This design comes from an exercise in tuning for small area and a short achievable clock period on the open sky130 flow, not from production work.
No functional check of the RTL was part of this run.
Power is estimated from default activity; no workload was simulated.

==> design/flow/design.v <==
module alu16bit (
  input clk,
  input reset,
  input [2:0] operation,
  input [15:0] operand_A,
  input [15:0] operand_B,
  output reg [31:0] result,
  output reg carry_flag,
  output reg zero_flag
);
  wire [15:0] a = operand_A;
  wire [15:0] b = operand_B;
  wire is_add = (operation == 3'd0);
  wire is_sub = (operation == 3'd1);
  wire is_mul = (operation == 3'd2);
  wire [15:0] m = is_mul ? b : {15'd0, is_add | is_sub};
  reg [15:0] cv;
  always @(*) begin
    case (operation)
      3'd0: cv = b;
      3'd1: cv = ~b;
      3'd3: cv = a & b;
      3'd4: cv = a | b;
      3'd5: cv = ~(a & b);
      3'd6: cv = ~(a | b);
      3'd7: cv = a ^ b;
      default: cv = 16'd0;
    endcase
  end
  wire cin = is_sub;
  wire [15:0] an = ~a;
  wire [15:0] mn = ~m;
  wire p1;
  nor2 up1 (an[0], mn[0], p1);
  wire p2;
  nor2 up2 (an[1], mn[0], p2);
  wire p3;
  nor2 up3 (an[2], mn[0], p3);
  wire p4;
  nor2 up4 (an[3], mn[0], p4);
  wire p5;
  nor2 up5 (an[4], mn[0], p5);
  wire p6;
  nor2 up6 (an[5], mn[0], p6);
  wire p7;
  nor2 up7 (an[6], mn[0], p7);
  wire p8;
  nor2 up8 (an[7], mn[0], p8);
  wire p9;
  nor2 up9 (an[8], mn[0], p9);
  wire p10;
  nor2 up10 (an[9], mn[0], p10);
  wire p11;
  nor2 up11 (an[10], mn[0], p11);
  wire p12;
  nor2 up12 (an[11], mn[0], p12);
  wire p13;
  nor2 up13 (an[12], mn[0], p13);
  wire p14;
  nor2 up14 (an[13], mn[0], p14);
  wire p15;
  nor2 up15 (an[14], mn[0], p15);
  wire p16;
  nor2 up16 (an[15], mn[0], p16);
  wire p17;
  nor2 up17 (an[0], mn[1], p17);
  wire p18;
  nor2 up18 (an[1], mn[1], p18);
  wire p19;
  nor2 up19 (an[2], mn[1], p19);
  wire p20;
  nor2 up20 (an[3], mn[1], p20);
  wire p21;
  nor2 up21 (an[4], mn[1], p21);
  wire p22;
  nor2 up22 (an[5], mn[1], p22);
  wire p23;
  nor2 up23 (an[6], mn[1], p23);
  wire p24;
  nor2 up24 (an[7], mn[1], p24);
  wire p25;
  nor2 up25 (an[8], mn[1], p25);
  wire p26;
  nor2 up26 (an[9], mn[1], p26);
  wire p27;
  nor2 up27 (an[10], mn[1], p27);
  wire p28;
  nor2 up28 (an[11], mn[1], p28);
  wire p29;
  nor2 up29 (an[12], mn[1], p29);
  wire p30;
  nor2 up30 (an[13], mn[1], p30);
  wire p31;
  nor2 up31 (an[14], mn[1], p31);
  wire p32;
  nor2 up32 (an[15], mn[1], p32);
  wire p33;
  nor2 up33 (an[0], mn[2], p33);
  wire p34;
  nor2 up34 (an[1], mn[2], p34);
  wire p35;
  nor2 up35 (an[2], mn[2], p35);
  wire p36;
  nor2 up36 (an[3], mn[2], p36);
  wire p37;
  nor2 up37 (an[4], mn[2], p37);
  wire p38;
  nor2 up38 (an[5], mn[2], p38);
  wire p39;
  nor2 up39 (an[6], mn[2], p39);
  wire p40;
  nor2 up40 (an[7], mn[2], p40);
  wire p41;
  nor2 up41 (an[8], mn[2], p41);
  wire p42;
  nor2 up42 (an[9], mn[2], p42);
  wire p43;
  nor2 up43 (an[10], mn[2], p43);
  wire p44;
  nor2 up44 (an[11], mn[2], p44);
  wire p45;
  nor2 up45 (an[12], mn[2], p45);
  wire p46;
  nor2 up46 (an[13], mn[2], p46);
  wire p47;
  nor2 up47 (an[14], mn[2], p47);
  wire p48;
  nor2 up48 (an[15], mn[2], p48);
  wire p49;
  nor2 up49 (an[0], mn[3], p49);
  wire p50;
  nor2 up50 (an[1], mn[3], p50);
  wire p51;
  nor2 up51 (an[2], mn[3], p51);
  wire p52;
  nor2 up52 (an[3], mn[3], p52);
  wire p53;
  nor2 up53 (an[4], mn[3], p53);
  wire p54;
  nor2 up54 (an[5], mn[3], p54);
  wire p55;
  nor2 up55 (an[6], mn[3], p55);
  wire p56;
  nor2 up56 (an[7], mn[3], p56);
  wire p57;
  nor2 up57 (an[8], mn[3], p57);
  wire p58;
  nor2 up58 (an[9], mn[3], p58);
  wire p59;
  nor2 up59 (an[10], mn[3], p59);
  wire p60;
  nor2 up60 (an[11], mn[3], p60);
  wire p61;
  nor2 up61 (an[12], mn[3], p61);
  wire p62;
  nor2 up62 (an[13], mn[3], p62);
  wire p63;
  nor2 up63 (an[14], mn[3], p63);
  wire p64;
  nor2 up64 (an[15], mn[3], p64);
  wire p65;
  nor2 up65 (an[0], mn[4], p65);
  wire p66;
  nor2 up66 (an[1], mn[4], p66);
  wire p67;
  nor2 up67 (an[2], mn[4], p67);
  wire p68;
  nor2 up68 (an[3], mn[4], p68);
  wire p69;
  nor2 up69 (an[4], mn[4], p69);
  wire p70;
  nor2 up70 (an[5], mn[4], p70);
  wire p71;
  nor2 up71 (an[6], mn[4], p71);
  wire p72;
  nor2 up72 (an[7], mn[4], p72);
  wire p73;
  nor2 up73 (an[8], mn[4], p73);
  wire p74;
  nor2 up74 (an[9], mn[4], p74);
  wire p75;
  nor2 up75 (an[10], mn[4], p75);
  wire p76;
  nor2 up76 (an[11], mn[4], p76);
  wire p77;
  nor2 up77 (an[12], mn[4], p77);
  wire p78;
  nor2 up78 (an[13], mn[4], p78);
  wire p79;
  nor2 up79 (an[14], mn[4], p79);
  wire p80;
  nor2 up80 (an[15], mn[4], p80);
  wire p81;
  nor2 up81 (an[0], mn[5], p81);
  wire p82;
  nor2 up82 (an[1], mn[5], p82);
  wire p83;
  nor2 up83 (an[2], mn[5], p83);
  wire p84;
  nor2 up84 (an[3], mn[5], p84);
  wire p85;
  nor2 up85 (an[4], mn[5], p85);
  wire p86;
  nor2 up86 (an[5], mn[5], p86);
  wire p87;
  nor2 up87 (an[6], mn[5], p87);
  wire p88;
  nor2 up88 (an[7], mn[5], p88);
  wire p89;
  nor2 up89 (an[8], mn[5], p89);
  wire p90;
  nor2 up90 (an[9], mn[5], p90);
  wire p91;
  nor2 up91 (an[10], mn[5], p91);
  wire p92;
  nor2 up92 (an[11], mn[5], p92);
  wire p93;
  nor2 up93 (an[12], mn[5], p93);
  wire p94;
  nor2 up94 (an[13], mn[5], p94);
  wire p95;
  nor2 up95 (an[14], mn[5], p95);
  wire p96;
  nor2 up96 (an[15], mn[5], p96);
  wire p97;
  nor2 up97 (an[0], mn[6], p97);
  wire p98;
  nor2 up98 (an[1], mn[6], p98);
  wire p99;
  nor2 up99 (an[2], mn[6], p99);
  wire p100;
  nor2 up100 (an[3], mn[6], p100);
  wire p101;
  nor2 up101 (an[4], mn[6], p101);
  wire p102;
  nor2 up102 (an[5], mn[6], p102);
  wire p103;
  nor2 up103 (an[6], mn[6], p103);
  wire p104;
  nor2 up104 (an[7], mn[6], p104);
  wire p105;
  nor2 up105 (an[8], mn[6], p105);
  wire p106;
  nor2 up106 (an[9], mn[6], p106);
  wire p107;
  nor2 up107 (an[10], mn[6], p107);
  wire p108;
  nor2 up108 (an[11], mn[6], p108);
  wire p109;
  nor2 up109 (an[12], mn[6], p109);
  wire p110;
  nor2 up110 (an[13], mn[6], p110);
  wire p111;
  nor2 up111 (an[14], mn[6], p111);
  wire p112;
  nor2 up112 (an[15], mn[6], p112);
  wire p113;
  nor2 up113 (an[0], mn[7], p113);
  wire p114;
  nor2 up114 (an[1], mn[7], p114);
  wire p115;
  nor2 up115 (an[2], mn[7], p115);
  wire p116;
  nor2 up116 (an[3], mn[7], p116);
  wire p117;
  nor2 up117 (an[4], mn[7], p117);
  wire p118;
  nor2 up118 (an[5], mn[7], p118);
  wire p119;
  nor2 up119 (an[6], mn[7], p119);
  wire p120;
  nor2 up120 (an[7], mn[7], p120);
  wire p121;
  nor2 up121 (an[8], mn[7], p121);
  wire p122;
  nor2 up122 (an[9], mn[7], p122);
  wire p123;
  nor2 up123 (an[10], mn[7], p123);
  wire p124;
  nor2 up124 (an[11], mn[7], p124);
  wire p125;
  nor2 up125 (an[12], mn[7], p125);
  wire p126;
  nor2 up126 (an[13], mn[7], p126);
  wire p127;
  nor2 up127 (an[14], mn[7], p127);
  wire p128;
  nor2 up128 (an[15], mn[7], p128);
  wire p129;
  nor2 up129 (an[0], mn[8], p129);
  wire p130;
  nor2 up130 (an[1], mn[8], p130);
  wire p131;
  nor2 up131 (an[2], mn[8], p131);
  wire p132;
  nor2 up132 (an[3], mn[8], p132);
  wire p133;
  nor2 up133 (an[4], mn[8], p133);
  wire p134;
  nor2 up134 (an[5], mn[8], p134);
  wire p135;
  nor2 up135 (an[6], mn[8], p135);
  wire p136;
  nor2 up136 (an[7], mn[8], p136);
  wire p137;
  nor2 up137 (an[8], mn[8], p137);
  wire p138;
  nor2 up138 (an[9], mn[8], p138);
  wire p139;
  nor2 up139 (an[10], mn[8], p139);
  wire p140;
  nor2 up140 (an[11], mn[8], p140);
  wire p141;
  nor2 up141 (an[12], mn[8], p141);
  wire p142;
  nor2 up142 (an[13], mn[8], p142);
  wire p143;
  nor2 up143 (an[14], mn[8], p143);
  wire p144;
  nor2 up144 (an[15], mn[8], p144);
  wire p145;
  nor2 up145 (an[0], mn[9], p145);
  wire p146;
  nor2 up146 (an[1], mn[9], p146);
  wire p147;
  nor2 up147 (an[2], mn[9], p147);
  wire p148;
  nor2 up148 (an[3], mn[9], p148);
  wire p149;
  nor2 up149 (an[4], mn[9], p149);
  wire p150;
  nor2 up150 (an[5], mn[9], p150);
  wire p151;
  nor2 up151 (an[6], mn[9], p151);
  wire p152;
  nor2 up152 (an[7], mn[9], p152);
  wire p153;
  nor2 up153 (an[8], mn[9], p153);
  wire p154;
  nor2 up154 (an[9], mn[9], p154);
  wire p155;
  nor2 up155 (an[10], mn[9], p155);
  wire p156;
  nor2 up156 (an[11], mn[9], p156);
  wire p157;
  nor2 up157 (an[12], mn[9], p157);
  wire p158;
  nor2 up158 (an[13], mn[9], p158);
  wire p159;
  nor2 up159 (an[14], mn[9], p159);
  wire p160;
  nor2 up160 (an[15], mn[9], p160);
  wire p161;
  nor2 up161 (an[0], mn[10], p161);
  wire p162;
  nor2 up162 (an[1], mn[10], p162);
  wire p163;
  nor2 up163 (an[2], mn[10], p163);
  wire p164;
  nor2 up164 (an[3], mn[10], p164);
  wire p165;
  nor2 up165 (an[4], mn[10], p165);
  wire p166;
  nor2 up166 (an[5], mn[10], p166);
  wire p167;
  nor2 up167 (an[6], mn[10], p167);
  wire p168;
  nor2 up168 (an[7], mn[10], p168);
  wire p169;
  nor2 up169 (an[8], mn[10], p169);
  wire p170;
  nor2 up170 (an[9], mn[10], p170);
  wire p171;
  nor2 up171 (an[10], mn[10], p171);
  wire p172;
  nor2 up172 (an[11], mn[10], p172);
  wire p173;
  nor2 up173 (an[12], mn[10], p173);
  wire p174;
  nor2 up174 (an[13], mn[10], p174);
  wire p175;
  nor2 up175 (an[14], mn[10], p175);
  wire p176;
  nor2 up176 (an[15], mn[10], p176);
  wire p177;
  nor2 up177 (an[0], mn[11], p177);
  wire p178;
  nor2 up178 (an[1], mn[11], p178);
  wire p179;
  nor2 up179 (an[2], mn[11], p179);
  wire p180;
  nor2 up180 (an[3], mn[11], p180);
  wire p181;
  nor2 up181 (an[4], mn[11], p181);
  wire p182;
  nor2 up182 (an[5], mn[11], p182);
  wire p183;
  nor2 up183 (an[6], mn[11], p183);
  wire p184;
  nor2 up184 (an[7], mn[11], p184);
  wire p185;
  nor2 up185 (an[8], mn[11], p185);
  wire p186;
  nor2 up186 (an[9], mn[11], p186);
  wire p187;
  nor2 up187 (an[10], mn[11], p187);
  wire p188;
  nor2 up188 (an[11], mn[11], p188);
  wire p189;
  nor2 up189 (an[12], mn[11], p189);
  wire p190;
  nor2 up190 (an[13], mn[11], p190);
  wire p191;
  nor2 up191 (an[14], mn[11], p191);
  wire p192;
  nor2 up192 (an[15], mn[11], p192);
  wire p193;
  nor2 up193 (an[0], mn[12], p193);
  wire p194;
  nor2 up194 (an[1], mn[12], p194);
  wire p195;
  nor2 up195 (an[2], mn[12], p195);
  wire p196;
  nor2 up196 (an[3], mn[12], p196);
  wire p197;
  nor2 up197 (an[4], mn[12], p197);
  wire p198;
  nor2 up198 (an[5], mn[12], p198);
  wire p199;
  nor2 up199 (an[6], mn[12], p199);
  wire p200;
  nor2 up200 (an[7], mn[12], p200);
  wire p201;
  nor2 up201 (an[8], mn[12], p201);
  wire p202;
  nor2 up202 (an[9], mn[12], p202);
  wire p203;
  nor2 up203 (an[10], mn[12], p203);
  wire p204;
  nor2 up204 (an[11], mn[12], p204);
  wire p205;
  nor2 up205 (an[12], mn[12], p205);
  wire p206;
  nor2 up206 (an[13], mn[12], p206);
  wire p207;
  nor2 up207 (an[14], mn[12], p207);
  wire p208;
  nor2 up208 (an[15], mn[12], p208);
  wire p209;
  nor2 up209 (an[0], mn[13], p209);
  wire p210;
  nor2 up210 (an[1], mn[13], p210);
  wire p211;
  nor2 up211 (an[2], mn[13], p211);
  wire p212;
  nor2 up212 (an[3], mn[13], p212);
  wire p213;
  nor2 up213 (an[4], mn[13], p213);
  wire p214;
  nor2 up214 (an[5], mn[13], p214);
  wire p215;
  nor2 up215 (an[6], mn[13], p215);
  wire p216;
  nor2 up216 (an[7], mn[13], p216);
  wire p217;
  nor2 up217 (an[8], mn[13], p217);
  wire p218;
  nor2 up218 (an[9], mn[13], p218);
  wire p219;
  nor2 up219 (an[10], mn[13], p219);
  wire p220;
  nor2 up220 (an[11], mn[13], p220);
  wire p221;
  nor2 up221 (an[12], mn[13], p221);
  wire p222;
  nor2 up222 (an[13], mn[13], p222);
  wire p223;
  nor2 up223 (an[14], mn[13], p223);
  wire p224;
  nor2 up224 (an[15], mn[13], p224);
  wire p225;
  nor2 up225 (an[0], mn[14], p225);
  wire p226;
  nor2 up226 (an[1], mn[14], p226);
  wire p227;
  nor2 up227 (an[2], mn[14], p227);
  wire p228;
  nor2 up228 (an[3], mn[14], p228);
  wire p229;
  nor2 up229 (an[4], mn[14], p229);
  wire p230;
  nor2 up230 (an[5], mn[14], p230);
  wire p231;
  nor2 up231 (an[6], mn[14], p231);
  wire p232;
  nor2 up232 (an[7], mn[14], p232);
  wire p233;
  nor2 up233 (an[8], mn[14], p233);
  wire p234;
  nor2 up234 (an[9], mn[14], p234);
  wire p235;
  nor2 up235 (an[10], mn[14], p235);
  wire p236;
  nor2 up236 (an[11], mn[14], p236);
  wire p237;
  nor2 up237 (an[12], mn[14], p237);
  wire p238;
  nor2 up238 (an[13], mn[14], p238);
  wire p239;
  nor2 up239 (an[14], mn[14], p239);
  wire p240;
  nor2 up240 (an[15], mn[14], p240);
  wire p241;
  nor2 up241 (an[0], mn[15], p241);
  wire p242;
  nor2 up242 (an[1], mn[15], p242);
  wire p243;
  nor2 up243 (an[2], mn[15], p243);
  wire p244;
  nor2 up244 (an[3], mn[15], p244);
  wire p245;
  nor2 up245 (an[4], mn[15], p245);
  wire p246;
  nor2 up246 (an[5], mn[15], p246);
  wire p247;
  nor2 up247 (an[6], mn[15], p247);
  wire p248;
  nor2 up248 (an[7], mn[15], p248);
  wire p249;
  nor2 up249 (an[8], mn[15], p249);
  wire p250;
  nor2 up250 (an[9], mn[15], p250);
  wire p251;
  nor2 up251 (an[10], mn[15], p251);
  wire p252;
  nor2 up252 (an[11], mn[15], p252);
  wire p253;
  nor2 up253 (an[12], mn[15], p253);
  wire p254;
  nor2 up254 (an[13], mn[15], p254);
  wire p255;
  nor2 up255 (an[14], mn[15], p255);
  wire p256;
  nor2 up256 (an[15], mn[15], p256);
  wire n257, n258;
  ha un257 (p14, p29, n257, n258);
  wire n259, n260;
  fa un259 (p15, p30, p45, n259, n260);
  wire n261, n262;
  ha un261 (p60, p75, n261, n262);
  wire n263, n264;
  fa un263 (p16, p31, p46, n263, n264);
  wire n265, n266;
  fa un265 (p61, p76, p91, n265, n266);
  wire n267, n268;
  ha un267 (p106, p121, n267, n268);
  wire n269, n270;
  fa un269 (p32, p47, p62, n269, n270);
  wire n271, n272;
  fa un271 (p77, p92, p107, n271, n272);
  wire n273, n274;
  ha un273 (p122, p137, n273, n274);
  wire n275, n276;
  fa un275 (p48, p63, p78, n275, n276);
  wire n277, n278;
  fa un277 (p93, p108, p123, n277, n278);
  wire n279, n280;
  fa un279 (p64, p79, p94, n279, n280);
  wire n281, n282;
  ha un281 (p10, p25, n281, n282);
  wire n283, n284;
  fa un283 (p11, p26, p41, n283, n284);
  wire n285, n286;
  ha un285 (p56, p71, n285, n286);
  wire n287, n288;
  fa un287 (p12, p27, p42, n287, n288);
  wire n289, n290;
  fa un289 (p57, p72, p87, n289, n290);
  wire n291, n292;
  ha un291 (p102, p117, n291, n292);
  wire n293, n294;
  fa un293 (p13, p28, p43, n293, n294);
  wire n295, n296;
  fa un295 (p58, p73, p88, n295, n296);
  wire n297, n298;
  fa un297 (p103, p118, p133, n297, n298);
  wire n299, n300;
  ha un299 (p148, p163, n299, n300);
  wire n301, n302;
  fa un301 (p44, p59, p74, n301, n302);
  wire n303, n304;
  fa un303 (p89, p104, p119, n303, n304);
  wire n305, n306;
  fa un305 (p134, p149, p164, n305, n306);
  wire n307, n308;
  fa un307 (p179, p194, p209, n307, n308);
  wire n309, n310;
  fa un309 (p90, p105, p120, n309, n310);
  wire n311, n312;
  fa un311 (p135, p150, p165, n311, n312);
  wire n313, n314;
  fa un313 (p180, p195, p210, n313, n314);
  wire n315, n316;
  fa un315 (p225, n258, n261, n315, n316);
  wire n317, n318;
  fa un317 (p136, p151, p166, n317, n318);
  wire n319, n320;
  fa un319 (p181, p196, p211, n319, n320);
  wire n321, n322;
  fa un321 (p226, p241, n262, n321, n322);
  wire n323, n324;
  fa un323 (n267, n260, n263, n323, n324);
  wire n325, n326;
  fa un325 (p152, p167, p182, n325, n326);
  wire n327, n328;
  fa un327 (p197, p212, p227, n327, n328);
  wire n329, n330;
  fa un329 (p242, n268, n273, n329, n330);
  wire n331, n332;
  fa un331 (n264, n266, n269, n331, n332);
  wire n333, n334;
  fa un333 (p138, p153, p168, n333, n334);
  wire n335, n336;
  fa un335 (p183, p198, p213, n335, n336);
  wire n337, n338;
  fa un337 (p228, p243, n274, n337, n338);
  wire n339, n340;
  fa un339 (n270, n272, n275, n339, n340);
  wire n341, n342;
  fa un341 (p109, p124, p139, n341, n342);
  wire n343, n344;
  fa un343 (p154, p169, p184, n343, n344);
  wire n345, n346;
  fa un345 (p199, p214, p229, n345, n346);
  wire n347, n348;
  fa un347 (p244, n276, n278, n347, n348);
  wire n349, n350;
  fa un349 (p80, p95, p110, n349, n350);
  wire n351, n352;
  fa un351 (p125, p140, p155, n351, n352);
  wire n353, n354;
  fa un353 (p170, p185, p200, n353, n354);
  wire n355, n356;
  fa un355 (p215, p230, p245, n355, n356);
  wire n357, n358;
  fa un357 (p96, p111, p126, n357, n358);
  wire n359, n360;
  fa un359 (p141, p156, p171, n359, n360);
  wire n361, n362;
  fa un361 (p186, p201, p216, n361, n362);
  wire n363, n364;
  fa un363 (p112, p127, p142, n363, n364);
  wire n365, n366;
  fa un365 (p157, p172, p187, n365, n366);
  wire n367, n368;
  fa un367 (p128, p143, p158, n367, n368);
  wire n369, n370;
  ha un369 (p7, p22, n369, n370);
  wire n371, n372;
  fa un371 (p8, p23, p38, n371, n372);
  wire n373, n374;
  ha un373 (p53, p68, n373, n374);
  wire n375, n376;
  fa un375 (p9, p24, p39, n375, n376);
  wire n377, n378;
  fa un377 (p54, p69, p84, n377, n378);
  wire n379, n380;
  ha un379 (p99, p114, n379, n380);
  wire n381, n382;
  fa un381 (p40, p55, p70, n381, n382);
  wire n383, n384;
  fa un383 (p85, p100, p115, n383, n384);
  wire n385, n386;
  fa un385 (p130, p145, n281, n385, n386);
  wire n387, n388;
  fa un387 (p86, p101, p116, n387, n388);
  wire n389, n390;
  fa un389 (p131, p146, p161, n389, n390);
  wire n391, n392;
  fa un391 (n282, n285, n283, n391, n392);
  wire n393, n394;
  fa un393 (p132, p147, p162, n393, n394);
  wire n395, n396;
  fa un395 (p177, n286, n291, n395, n396);
  wire n397, n398;
  fa un397 (n284, n287, n289, n397, n398);
  wire n399, n400;
  fa un399 (p178, p193, n292, n399, n400);
  wire n401, n402;
  fa un401 (n299, n288, n290, n401, n402);
  wire n403, n404;
  fa un403 (n293, n295, n297, n403, n404);
  wire n405, n406;
  fa un405 (n300, n257, n294, n405, n406);
  wire n407, n408;
  fa un407 (n296, n298, n301, n407, n408);
  wire n409, n410;
  fa un409 (n303, n305, n307, n409, n410);
  wire n411, n412;
  fa un411 (n302, n304, n306, n411, n412);
  wire n413, n414;
  fa un413 (n308, n259, n309, n413, n414);
  wire n415, n416;
  fa un415 (n311, n313, n315, n415, n416);
  wire n417, n418;
  fa un417 (n310, n312, n314, n417, n418);
  wire n419, n420;
  fa un419 (n265, n317, n319, n419, n420);
  wire n421, n422;
  fa un421 (n316, n321, n323, n421, n422);
  wire n423, n424;
  fa un423 (n318, n320, n271, n423, n424);
  wire n425, n426;
  fa un425 (n325, n327, n322, n425, n426);
  wire n427, n428;
  fa un427 (n329, n324, n331, n427, n428);
  wire n429, n430;
  fa un429 (n326, n328, n277, n429, n430);
  wire n431, n432;
  fa un431 (n333, n335, n330, n431, n432);
  wire n433, n434;
  fa un433 (n337, n332, n339, n433, n434);
  wire n435, n436;
  fa un435 (n334, n336, n279, n435, n436);
  wire n437, n438;
  fa un437 (n341, n343, n345, n437, n438);
  wire n439, n440;
  fa un439 (n338, n340, n347, n439, n440);
  wire n441, n442;
  fa un441 (n342, n344, n346, n441, n442);
  wire n443, n444;
  fa un443 (n280, n349, n351, n443, n444);
  wire n445, n446;
  fa un445 (n353, n355, n348, n445, n446);
  wire n447, n448;
  fa un447 (p231, p246, n350, n447, n448);
  wire n449, n450;
  fa un449 (n352, n354, n356, n449, n450);
  wire n451, n452;
  fa un451 (n357, n359, n361, n451, n452);
  wire n453, n454;
  fa un453 (p202, p217, p232, n453, n454);
  wire n455, n456;
  fa un455 (p247, n358, n360, n455, n456);
  wire n457, n458;
  fa un457 (n362, n363, n365, n457, n458);
  wire n459, n460;
  fa un459 (p173, p188, p203, n459, n460);
  wire n461, n462;
  fa un461 (p218, p233, p248, n461, n462);
  wire n463, n464;
  fa un463 (n364, n366, n367, n463, n464);
  wire n465, n466;
  fa un465 (p144, p159, p174, n465, n466);
  wire n467, n468;
  fa un467 (p189, p204, p219, n467, n468);
  wire n469, n470;
  fa un469 (p234, p249, n368, n469, n470);
  wire n471, n472;
  fa un471 (p160, p175, p190, n471, n472);
  wire n473, n474;
  fa un473 (p205, p220, p235, n473, n474);
  wire n475, n476;
  fa un475 (p176, p191, p206, n475, n476);
  wire n477, n478;
  ha un477 (p5, p20, n477, n478);
  wire n479, n480;
  fa un479 (p6, p21, p36, n479, n480);
  wire n481, n482;
  ha un481 (p51, p66, n481, n482);
  wire n483, n484;
  fa un483 (p37, p52, p67, n483, n484);
  wire n485, n486;
  fa un485 (p82, p97, n369, n485, n486);
  wire n487, n488;
  fa un487 (p83, p98, p113, n487, n488);
  wire n489, n490;
  fa un489 (n370, n373, n371, n489, n490);
  wire n491, n492;
  fa un491 (p129, n374, n379, n491, n492);
  wire n493, n494;
  fa un493 (n372, n375, n377, n493, n494);
  wire n495, n496;
  fa un495 (n380, n376, n378, n495, n496);
  wire n497, n498;
  fa un497 (n381, n383, n385, n497, n498);
  wire n499, n500;
  fa un499 (n382, n384, n387, n499, n500);
  wire n501, n502;
  fa un501 (n389, n386, n391, n501, n502);
  wire n503, n504;
  fa un503 (n388, n390, n393, n503, n504);
  wire n505, n506;
  fa un505 (n395, n392, n397, n505, n506);
  wire n507, n508;
  fa un507 (n394, n396, n399, n507, n508);
  wire n509, n510;
  fa un509 (n398, n401, n403, n509, n510);
  wire n511, n512;
  fa un511 (n400, n402, n404, n511, n512);
  wire n513, n514;
  fa un513 (n405, n407, n409, n513, n514);
  wire n515, n516;
  fa un515 (n406, n408, n410, n515, n516);
  wire n517, n518;
  fa un517 (n411, n413, n415, n517, n518);
  wire n519, n520;
  fa un519 (n412, n414, n417, n519, n520);
  wire n521, n522;
  fa un521 (n419, n416, n421, n521, n522);
  wire n523, n524;
  fa un523 (n418, n420, n423, n523, n524);
  wire n525, n526;
  fa un525 (n425, n422, n427, n525, n526);
  wire n527, n528;
  fa un527 (n424, n429, n426, n527, n528);
  wire n529, n530;
  fa un529 (n431, n428, n433, n529, n530);
  wire n531, n532;
  fa un531 (n430, n435, n437, n531, n532);
  wire n533, n534;
  fa un533 (n432, n434, n439, n533, n534);
  wire n535, n536;
  fa un535 (n436, n438, n441, n535, n536);
  wire n537, n538;
  fa un537 (n443, n445, n440, n537, n538);
  wire n539, n540;
  fa un539 (n442, n444, n447, n539, n540);
  wire n541, n542;
  fa un541 (n449, n451, n446, n541, n542);
  wire n543, n544;
  fa un543 (n453, n448, n450, n543, n544);
  wire n545, n546;
  fa un545 (n452, n455, n457, n545, n546);
  wire n547, n548;
  fa un547 (n454, n459, n461, n547, n548);
  wire n549, n550;
  fa un549 (n456, n458, n463, n549, n550);
  wire n551, n552;
  fa un551 (n460, n462, n465, n551, n552);
  wire n553, n554;
  fa un553 (n467, n464, n469, n553, n554);
  wire n555, n556;
  fa un555 (p250, n466, n468, n555, n556);
  wire n557, n558;
  fa un557 (n471, n473, n470, n557, n558);
  wire n559, n560;
  fa un559 (p221, p236, p251, n559, n560);
  wire n561, n562;
  fa un561 (n472, n474, n475, n561, n562);
  wire n563, n564;
  fa un563 (p192, p207, p222, n563, n564);
  wire n565, n566;
  fa un565 (p237, p252, n476, n565, n566);
  wire n567, n568;
  fa un567 (p208, p223, p238, n567, n568);
  wire n569, n570;
  ha un569 (p4, p19, n569, n570);
  wire n571, n572;
  fa un571 (p35, p50, p65, n571, n572);
  wire n573, n574;
  fa un573 (p81, n478, n481, n573, n574);
  wire n575, n576;
  fa un575 (n482, n480, n483, n575, n576);
  wire n577, n578;
  fa un577 (n484, n487, n486, n577, n578);
  wire n579, n580;
  fa un579 (n488, n491, n490, n579, n580);
  wire n581, n582;
  fa un581 (n492, n494, n495, n581, n582);
  wire n583, n584;
  fa un583 (n496, n499, n498, n583, n584);
  wire n585, n586;
  fa un585 (n500, n503, n502, n585, n586);
  wire n587, n588;
  fa un587 (n504, n507, n506, n587, n588);
  wire n589, n590;
  fa un589 (n508, n510, n511, n589, n590);
  wire n591, n592;
  fa un591 (n512, n514, n515, n591, n592);
  wire n593, n594;
  fa un593 (n516, n519, n518, n593, n594);
  wire n595, n596;
  fa un595 (n520, n523, n522, n595, n596);
  wire n597, n598;
  fa un597 (n524, n527, n526, n597, n598);
  wire n599, n600;
  fa un599 (n528, n531, n533, n599, n600);
  wire n601, n602;
  fa un601 (n532, n535, n534, n601, n602);
  wire n603, n604;
  fa un603 (n536, n539, n538, n603, n604);
  wire n605, n606;
  fa un605 (n543, n540, n545, n605, n606);
  wire n607, n608;
  fa un607 (n547, n544, n546, n607, n608);
  wire n609, n610;
  fa un609 (n548, n551, n550, n609, n610);
  wire n611, n612;
  fa un611 (n552, n555, n557, n611, n612);
  wire n613, n614;
  fa un613 (n559, n556, n561, n613, n614);
  wire n615, n616;
  fa un615 (n560, n563, n562, n615, n616);
  wire n617, n618;
  fa un617 (p253, n564, n567, n617, n618);
  wire n619, n620;
  fa un619 (p224, p239, p254, n619, n620);
  wire n621, n622;
  ha un621 (p3, p18, n621, n622);
  wire n623, n624;
  fa un623 (p34, p49, n569, n623, n624);
  wire n625, n626;
  fa un625 (n570, n477, n571, n625, n626);
  wire n627, n628;
  fa un627 (n572, n479, n573, n627, n628);
  wire n629, n630;
  fa un629 (n574, n485, n575, n629, n630);
  wire n631, n632;
  fa un631 (n576, n489, n577, n631, n632);
  wire n633, n634;
  fa un633 (n493, n578, n579, n633, n634);
  wire n635, n636;
  fa un635 (n497, n580, n581, n635, n636);
  wire n637, n638;
  fa un637 (n582, n501, n583, n637, n638);
  wire n639, n640;
  fa un639 (n505, n584, n585, n639, n640);
  wire n641, n642;
  fa un641 (n509, n586, n587, n641, n642);
  wire n643, n644;
  fa un643 (n513, n588, n589, n643, n644);
  wire n645, n646;
  fa un645 (n517, n590, n591, n645, n646);
  wire n647, n648;
  fa un647 (n592, n521, n593, n647, n648);
  wire n649, n650;
  fa un649 (n525, n594, n595, n649, n650);
  wire n651, n652;
  fa un651 (n529, n596, n597, n651, n652);
  wire n653, n654;
  fa un653 (n530, n598, n599, n653, n654);
  wire n655, n656;
  fa un655 (n537, n600, n601, n655, n656);
  wire n657, n658;
  fa un657 (n541, n602, n603, n657, n658);
  wire n659, n660;
  fa un659 (n542, n605, n604, n659, n660);
  wire n661, n662;
  fa un661 (n549, n607, n606, n661, n662);
  wire n663, n664;
  fa un663 (n553, n608, n609, n663, n664);
  wire n665, n666;
  fa un665 (n554, n610, n611, n665, n666);
  wire n667, n668;
  fa un667 (n558, n613, n612, n667, n668);
  wire n669, n670;
  fa un669 (n565, n614, n615, n669, n670);
  wire n671, n672;
  fa un671 (n566, n617, n616, n671, n672);
  wire n673, n674;
  fa un673 (n568, n619, n618, n673, n674);
  wire n675, n676;
  fa un675 (p240, p255, n620, n675, n676);
  wire o677 = p17 | cv[1];
  wire o678 = p33 | cv[2];
  wire o679 = n622 | cv[3];
  wire o680 = n624 | cv[4];
  wire o681 = n626 | cv[5];
  wire o682 = n628 | cv[6];
  wire o683 = n630 | cv[7];
  wire o684 = n632 | cv[8];
  wire o685 = n634 | cv[9];
  wire o686 = n636 | cv[10];
  wire o687 = n638 | cv[11];
  wire o688 = n640 | cv[12];
  wire o689 = n642 | cv[13];
  wire o690 = n644 | cv[14];
  wire o691 = n646 | cv[15];
  wire n692, n693;
  fa un692 (cin, p1, cv[0], n692, n693);
  wire n694, n695;
  fa un694 (p2, o677, n693, n694, n695);
  wire n696, n697;
  fa un696 (o678, n621, n695, n696, n697);
  wire n698, n699;
  fa un698 (o679, n623, n697, n698, n699);
  wire n700, n701;
  fa un700 (o680, n625, n699, n700, n701);
  wire n702, n703;
  fa un702 (o681, n627, n701, n702, n703);
  wire n704, n705;
  ha un704 (n629, o682, n704, n705);
  wire n706, n707;
  ha un706 (n631, o683, n706, n707);
  wire n708, n709;
  ha un708 (n633, o684, n708, n709);
  wire n710, n711;
  ha un710 (n635, o685, n710, n711);
  wire n712, n713;
  ha un712 (n637, o686, n712, n713);
  wire n714, n715;
  ha un714 (n639, o687, n714, n715);
  wire n716, n717;
  ha un716 (n641, o688, n716, n717);
  wire n718, n719;
  ha un718 (n643, o689, n718, n719);
  wire n720, n721;
  ha un720 (n645, o690, n720, n721);
  wire n722, n723;
  ha un722 (n647, o691, n722, n723);
  wire n724, n725;
  ha un724 (n648, n649, n724, n725);
  wire n726, n727;
  ha un726 (n650, n651, n726, n727);
  wire n728, n729;
  ha un728 (n652, n653, n728, n729);
  wire n730, n731;
  ha un730 (n654, n655, n730, n731);
  wire n732, n733;
  ha un732 (n656, n657, n732, n733);
  wire n734, n735;
  ha un734 (n658, n659, n734, n735);
  wire n736, n737;
  ha un736 (n660, n661, n736, n737);
  wire n738, n739;
  ha un738 (n662, n663, n738, n739);
  wire n740, n741;
  ha un740 (n664, n665, n740, n741);
  wire n742, n743;
  ha un742 (n666, n667, n742, n743);
  wire n744, n745;
  ha un744 (n668, n669, n744, n745);
  wire n746, n747;
  ha un746 (n670, n671, n746, n747);
  wire n748, n749;
  ha un748 (n672, n673, n748, n749);
  wire n750, n751;
  ha un750 (n674, n675, n750, n751);
  wire n752, n753;
  ha un752 (n676, p256, n752, n753);
  wire n754 = ~((n704 & n703) | n705);
  wire n755 = ~((n708 & n707) | n709);
  wire n756 = ~(n708 & n706);
  wire n757 = ~((n712 & n711) | n713);
  wire n758 = ~(n712 & n710);
  wire n759 = ~((n716 & n715) | n717);
  wire n760 = ~(n716 & n714);
  wire n761 = ~((n720 & n719) | n721);
  wire n762 = ~(n720 & n718);
  wire n763 = ~((n724 & n723) | n725);
  wire n764 = ~(n724 & n722);
  wire n765 = ~((n728 & n727) | n729);
  wire n766 = ~(n728 & n726);
  wire n767 = ~((n732 & n731) | n733);
  wire n768 = ~(n732 & n730);
  wire n769 = ~((n736 & n735) | n737);
  wire n770 = ~(n736 & n734);
  wire n771 = ~((n740 & n739) | n741);
  wire n772 = ~(n740 & n738);
  wire n773 = ~((n744 & n743) | n745);
  wire n774 = ~(n744 & n742);
  wire n775 = ~((n748 & n747) | n749);
  wire n776 = ~(n748 & n746);
  wire n777 = ~((n752 & n751) | n753);
  wire n778 = ~(n752 & n750);
  wire n779 = ~((n756 | n754) & n755);
  wire n780 = ~((n760 | n757) & n759);
  wire n781 = ~(n760 | n758);
  wire n782 = ~((n764 | n761) & n763);
  wire n783 = ~(n764 | n762);
  wire n784 = ~((n768 | n765) & n767);
  wire n785 = ~(n768 | n766);
  wire n786 = ~((n772 | n769) & n771);
  wire n787 = ~(n772 | n770);
  wire n788 = ~((n776 | n773) & n775);
  wire n789 = ~(n776 | n774);
  wire n790 = ~((n781 & n779) | n780);
  wire n791 = ~((n785 & n782) | n784);
  wire n792 = ~(n785 & n783);
  wire n793 = ~((n789 & n786) | n788);
  wire n794 = ~(n789 & n787);
  wire n795 = ~((n792 | n790) & n791);
  wire n796 = ~n795;
  wire n797 = ~((n794 | n796) & n793);
  wire n798 = ~n790;
  wire n799 = ~((n783 & n798) | n782);
  wire n800 = ~((n787 & n795) | n786);
  wire n801 = ~n779;
  wire n802 = ~((n758 | n801) & n757);
  wire n803 = ~((n762 | n790) & n761);
  wire n804 = ~((n766 | n799) & n765);
  wire n805 = ~n795;
  wire n806 = ~((n770 | n805) & n769);
  wire n807 = ~((n774 | n800) & n773);
  wire n808 = ~n797;
  wire n809 = ~((n778 | n808) & n777);
  wire n810 = ~n754;
  wire n811 = ~((n706 & n810) | n707);
  wire n812 = ~((n710 & n779) | n711);
  wire n813 = ~((n714 & n802) | n715);
  wire n814 = ~n790;
  wire n815 = ~((n718 & n814) | n719);
  wire n816 = ~((n722 & n803) | n723);
  wire n817 = ~n799;
  wire n818 = ~((n726 & n817) | n727);
  wire n819 = ~((n730 & n804) | n731);
  wire n820 = ~((n734 & n795) | n735);
  wire n821 = ~((n738 & n806) | n739);
  wire n822 = ~n800;
  wire n823 = ~((n742 & n822) | n743);
  wire n824 = ~((n746 & n807) | n747);
  wire n825 = ~((n750 & n797) | n751);
  wire n826 = ~((1'b0 & n809) | 1'b0);
  wire n827, n828;
  ha un827 (n704, n703, n827, n828);
  wire n829, n830;
  ha un829 (n706, n754, n829, n830);
  wire n831 = ~n829;
  wire n832, n833;
  ha un832 (n708, n811, n832, n833);
  wire n834 = ~n832;
  wire n835, n836;
  ha un835 (n710, n779, n835, n836);
  wire n837, n838;
  ha un837 (n712, n812, n837, n838);
  wire n839 = ~n837;
  wire n840, n841;
  ha un840 (n714, n802, n840, n841);
  wire n842, n843;
  ha un842 (n716, n813, n842, n843);
  wire n844 = ~n842;
  wire n845, n846;
  ha un845 (n718, n790, n845, n846);
  wire n847 = ~n845;
  wire n848, n849;
  ha un848 (n720, n815, n848, n849);
  wire n850 = ~n848;
  wire n851, n852;
  ha un851 (n722, n803, n851, n852);
  wire n853, n854;
  ha un853 (n724, n816, n853, n854);
  wire n855 = ~n853;
  wire n856, n857;
  ha un856 (n726, n799, n856, n857);
  wire n858 = ~n856;
  wire n859, n860;
  ha un859 (n728, n818, n859, n860);
  wire n861 = ~n859;
  wire n862, n863;
  ha un862 (n730, n804, n862, n863);
  wire n864, n865;
  ha un864 (n732, n819, n864, n865);
  wire n866 = ~n864;
  wire n867, n868;
  ha un867 (n734, n795, n867, n868);
  wire n869, n870;
  ha un869 (n736, n820, n869, n870);
  wire n871 = ~n869;
  wire n872, n873;
  ha un872 (n738, n806, n872, n873);
  wire n874, n875;
  ha un874 (n740, n821, n874, n875);
  wire n876 = ~n874;
  wire n877, n878;
  ha un877 (n742, n800, n877, n878);
  wire n879 = ~n877;
  wire n880, n881;
  ha un880 (n744, n823, n880, n881);
  wire n882 = ~n880;
  wire n883, n884;
  ha un883 (n746, n807, n883, n884);
  wire n885, n886;
  ha un885 (n748, n824, n885, n886);
  wire n887 = ~n885;
  wire n888, n889;
  ha un888 (n750, n797, n888, n889);
  wire n890, n891;
  ha un890 (n752, n825, n890, n891);
  wire n892 = ~n890;
  wire [31:0] s = {n809, n892, n888, n887, n883, n882, n879, n876, n872, n871, n867, n866, n862, n861, n858, n855, n851, n850, n847, n844, n840, n839, n835, n834, n831, n827, n702, n700, n698, n696, n694, n692};
  wire borrow = is_sub & ~s[16];
  wire zero_lo = (s[15:0] == 16'd0);
  wire zero_mul = (a == 16'd0) | (b == 16'd0);
  wire [31:0] r = {s[31:17] | {15{borrow}}, s[16] ^ is_sub, s[15:0]};
  wire z = is_mul ? zero_mul : zero_lo;
  always @(posedge clk) begin
    if (reset) begin
      result     <= 32'b0;
      carry_flag <= 1'b0;
      zero_flag  <= 1'b0;
    end else begin
      result     <= r;
      carry_flag <= borrow;
      zero_flag  <= z;
    end
  end
endmodule
module fa (input a, input b, input c, output s, output co);
  assign s = a ^ b ^ c;
  assign co = (a & b) | (a & c) | (b & c);
endmodule
module ha (input a, input b, output s, output co);
  assign s = a ^ b;
  assign co = a & b;
endmodule
module nor2 (input a, input b, output y);
  assign y = ~(a | b);
endmodule
==> design/flow/flow/run.sh <==
#!/bin/bash
# The standard layout, with the port buffers made of plain buffers (sky130
# buf_1, which the resizer may upsize) instead of the delay-cell buffers that
# buffer_ports picks by default.
set -euo pipefail
export BUFFER_PORTS_ARGS="-buffer_cell sky130_fd_sc_hd__buf_1"
bash standard.sh > standard.log 2>&1
==> design/flow/standard.sh <==
#!/bin/bash
# synth_recipe.tcl (not shown) runs the flow's synth.tcl, then flattens the netlist and writes it again
# the make line also repeats each setting of config.mk as NAME=value (left out here)
make -C /OpenROAD-flow-scripts/flow DESIGN_CONFIG=/design/flow/config.mk WORK_HOME=/design/flow/orfs CLKGATE_MAP_FILE= SYNTH_SCRIPT=/design/flow/synth_recipe.tcl "${@:-finish}"
==> design/flow/config.mk <==
export PLATFORM = sky130hd
export DESIGN_NAME = alu16bit
export DESIGN_NICKNAME = alu16bit
export VERILOG_FILES = /design/flow/design.v
export SDC_FILE = /design/flow/constraint.sdc
export NUM_CORES = 4
export LEC_CHECK = 0
export ABC_AREA = 1
export CAP_MARGIN = 20
export CORE_MARGIN = 2
export CORE_UTILIZATION = 40
export GPL_TIMING_DRIVEN = 0
export SLEW_MARGIN = 20
export SYNTH_HIERARCHICAL = 1
==> design/flow/constraint.sdc <==
create_clock -name core_clock -period 7.2 [get_ports {clk}]
set_input_delay 1.4400 -clock core_clock [delete_from_list [all_inputs] [get_ports {clk}]]
set_output_delay 1.4400 -clock core_clock [all_outputs]
set_load 0.01 [all_outputs]
==> run notes <==
## Yosys stat by module, one instance, submodules excluded
module    copies in the design  flip-flops and latches  area [µm²]
alu16bit                     1                      34        2770
nor2                       256                       0        3.75
ha                          65                       0        12.5
fa                         201                       0        20.0
## timing repair
| action | CTS | global route |
|---|---|---|
| setup endpoints to repair | 18 | 15 |
| gates resized for setup | 19 | 14 |
| pin swaps | 1 | 0 |
| setup buffers | 3 | 2 |
## cell usage in the layout (no fill, tap or decap), types with 4 or more instances in the layout
| cell | count |
|---|---|
| nand2_4 | 5 |
| inv_2 | 7 |
| buf_2 | 6 |
| ha_1 | 98 |
| fa_1 | 201 |
| dfxtp_1 | 34 |
| buf_1 | 67 |
| a21oi_1 | 34 |
| nand2_2 | 12 |
| nand2_1 | 46 |
| nand4_1 | 12 |
| nand3_1 | 6 |
| nor2_1 | 314 |
| clkbuf_1 | 4 |
| nor4_1 | 4 |
| nand3b_1 | 10 |
| buf_4 | 6 |
| o22ai_1 | 12 |
| clkbuf_16 | 5 |
| a221oi_1 | 21 |
| inv_1 | 64 |
## cell families after synthesis
kind of cell | Yosys count | synth area share (%)
fa+ha+maj | 299 | 61.3
simple gates | 420 | 19.9
compound gates | 87 | 6.93
flops | 34 | 7.95
buf+inv | 85 | 3.87
## final cells by class
cell class	instances	area share [%]
multi-input combinational	806	81.0
buffer	13	0.727
sequential	34	7.19
clock buffer	5	1.32
inverter	72	2.90
tap	275	3.64
clock inverter	2	0.106
timing repair buffer	74	3.16
## layer usage
| metal | routed length, µm | vias to the layer above |
|---|---|---|
| li1 | - | 3139 |
| met1 | 10700 | 3668 |
| met2 | 13200 | 267 |
| met3 | 1500 | 48 |
| met4 | 796 | 0 |
| met5 | 0 | - |
## where the power goes
part / total, mW / internal (mW) / switching [mW]
logic: 0.624 / 0.230 / 0.395
registers: 0.245 / 0.234 / 0.0108
clock network: 0.200 / 0.125 / 0.0758
## worst max-delay path by stage
stage / start / to / slack, ns / cells past startpoint
final: operation[1] / result[22]$_SDFF_PP0_ / 0.28 / 23
after floorplan: operation[2] / result[17]$_SDFF_PP0_ / 0.55 / 21
after global placement: operation[1] / result[30]$_SDFF_PP0_ / -0.92 / 23
after CTS: operation[1] / result[28]$_SDFF_PP0_ / 0.13 / 26
after detailed placement: operation[1] / result[22]$_SDFF_PP0_ / -0.97 / 23
after global routing: operation[1] / result[28]$_SDFF_PP0_ / -0.002 / 26
## worst max-delay path, cell delays in order
cell	delay (ns)
clkbuf_2	0.16
inv_2	0.08
nor3_4	0.21
buf_4	0.15
buf_6	0.23
nand2_2	0.31
nor2_1	0.23
fa_1	0.47
fa_1	0.46
fa_1	0.43
fa_1	0.49
fa_1	0.38
nand3b_1	0.21
ha_1	0.36
nand2_1	0.08
nand2_1	0.06
a31o_2	0.22
a21oi_1	0.12
ha_1	0.25
ha_1	0.27
inv_1	0.10
clkbuf_2	0.23
a21oi_1	0.10
## flip-flops by register name (all words and copies together) (netlist names)
register and count:
carry_flag 1, result 32, zero_flag 1
==> results.ini <==
[detailed_routing]
drtIter0Drc = 412
detail_route.drc_violations = 0
via_per_inst = 5.56
detail-route-antenna-nets = 0
drt_wl_total_mm = 26.2
routed_wire_length_per_instance_um = 20.4
routed-via-count = 7122
first_pass_iters = 5

[synthesis]
synth.top_cells.by_area = fa_1, ha_1, nor2_1
ys_top_cells_by_count = nor2_1, fa_1, ha_1
synth_fp_nets = 1261
yosysWarnings = 7
netlist_instances = 925
syn_area_um2 = 8560
yosys.area.top_type_share_pct = 47.0
yosys.cell_count.top_type = nor2_1
synth-edff-count = 0
yosys.area.top_type = fa_1
async_reset_ff_share_pct = 0
ys_ff_latch = 34
yosysSeqAreaShare_pct = 7.95
synthFlopType = dfxtp_1
syn_area_per_cell_um2 = 9.26
synthDistinctLibCells = 37

[sta]
worst_max_slew_pin_slew_ns = 0.891
fmax_ghz = 0.145
max-slew-margin-rel_pct = 40.5
final.period_utilization_pct = 96.1
period_minus_slack_ns = 6.92
setup_viol_count_final = 0
worst_slack_ns = 0.281
final-hold-violation-count = 0
setup-tns-final_ns = 0
report.final.slew_viol_count = 0
finalHoldWorstSlack_ns = 1.49

[cts]
h_tree_levels = 2
cts.clk_slew.worst_paths_ns = 0.05
cts-buffers-inserted = 5
cts-root-buf = clkbuf_16
holdBufCountCts = 0
cts_num_sinks = 34
clock_path_buffers = 2
tritoncts_clock_tree = yes

[pwr]
power.static_leakage_nw = 4.93
power_density_cells_nw_per_um2 = 113
p_total_mw = 1.07
power.ir.vdd_worst_mv = 0.0961

[global_routing]
antenna_found_initial = 0
use_met3_pct = 4.09
gr_util_met1_pct = 30.8
use_met2_pct = 41.7
vias_in_the_first_global_route = 7575
global_route_wire_length_before_repair_mm = 40.9
globalRoute.busiestLayer = met2
largest_net_degree_at_the_start_of_global_routing = 19
total_routing_usage_reported_by_global_routing_pct = 24.1
grt-ovfl-total = 0

[floorplan]
start_util_pct = 40.7
die_area_um2 = 22600
die_w_um = 150
floorplan.io_pins = 71
coreArea_um2 = 21000
die_h_um = 150
placementRows = 53

[critical_path]
cp_data_required_time_ns = 7.33
arrival_time_at_the_worst_endpoint_ns = 7.05
cp-end-kind = register
crit_fanout = 16
critPathKind = primary input to register
worstSetupStartpointType = primary input

[min_path]
hold_path_startpoint = reset
timing.hold.worst_path_depth = 2
hold-path-endpoint = result[20]$_SDFF_PP0_
worstHoldPathType = primary input to register

[cells_and_area]
postLayoutCellArea_um2 = 9460
multi_input_area_um2 = 7660
fin_cells = 1281
num-fill-cells = 2105
flow.area_growth_from_synthesis_pct = 10.5
design.final.nets = 1342
antenna_cells = 0
fin_util_pct = 45.0
register_area_um2 = 681
share_of_layout_cells_above_drive_strength_1_pct = 5.86

[outcome]
status = timing/DRC/antenna clean

[placement]
globalplace.congestion = 0.872
pre_cts_ws_ns = -0.975
port_buffers = 69
place_inst = 1269
dpl-instance-area_um2 = 9170
detailed_place_hpwl_mm = 19.3

[run]
maxCapViolations = 0

==> separate check: timing with driven ports <==
The flow's constraints put no driver on any port. The routed layout listed below was extracted and timed again, unchanged, in two steps. Step 1 (the two cells are an assumption about what drives the block):
set clk [get_ports {clk}]
set_driving_cell -lib_cell sky130_fd_sc_hd__clkbuf_16 $clk
set_driving_cell -lib_cell sky130_fd_sc_hd__buf_2 [delete_from_list [all_inputs] $clk]
Step 2 times the ports against the registers' clock, not the clock port: input delays grow and output delays shrink by t, the midpoint of the rising clock arrivals with the driver on. Three values: ideal ports, drivers, drivers and shift; two values: the first two.
t, ns: 0.312
setup slack, ns: 0.281 / 0.286 / -0.027
hold WS [ns]: 1.494 / 1.485 / 1.797
clock arrival spread, ns: 0.007 / 0.007
worst slew at a driven data input, ns: 0.05
With both steps, setup timing fails in this run, where it was met with ideal ports. The setup slack of this run moves by +0.005 ns with the drivers and by -0.308 ns with both steps.
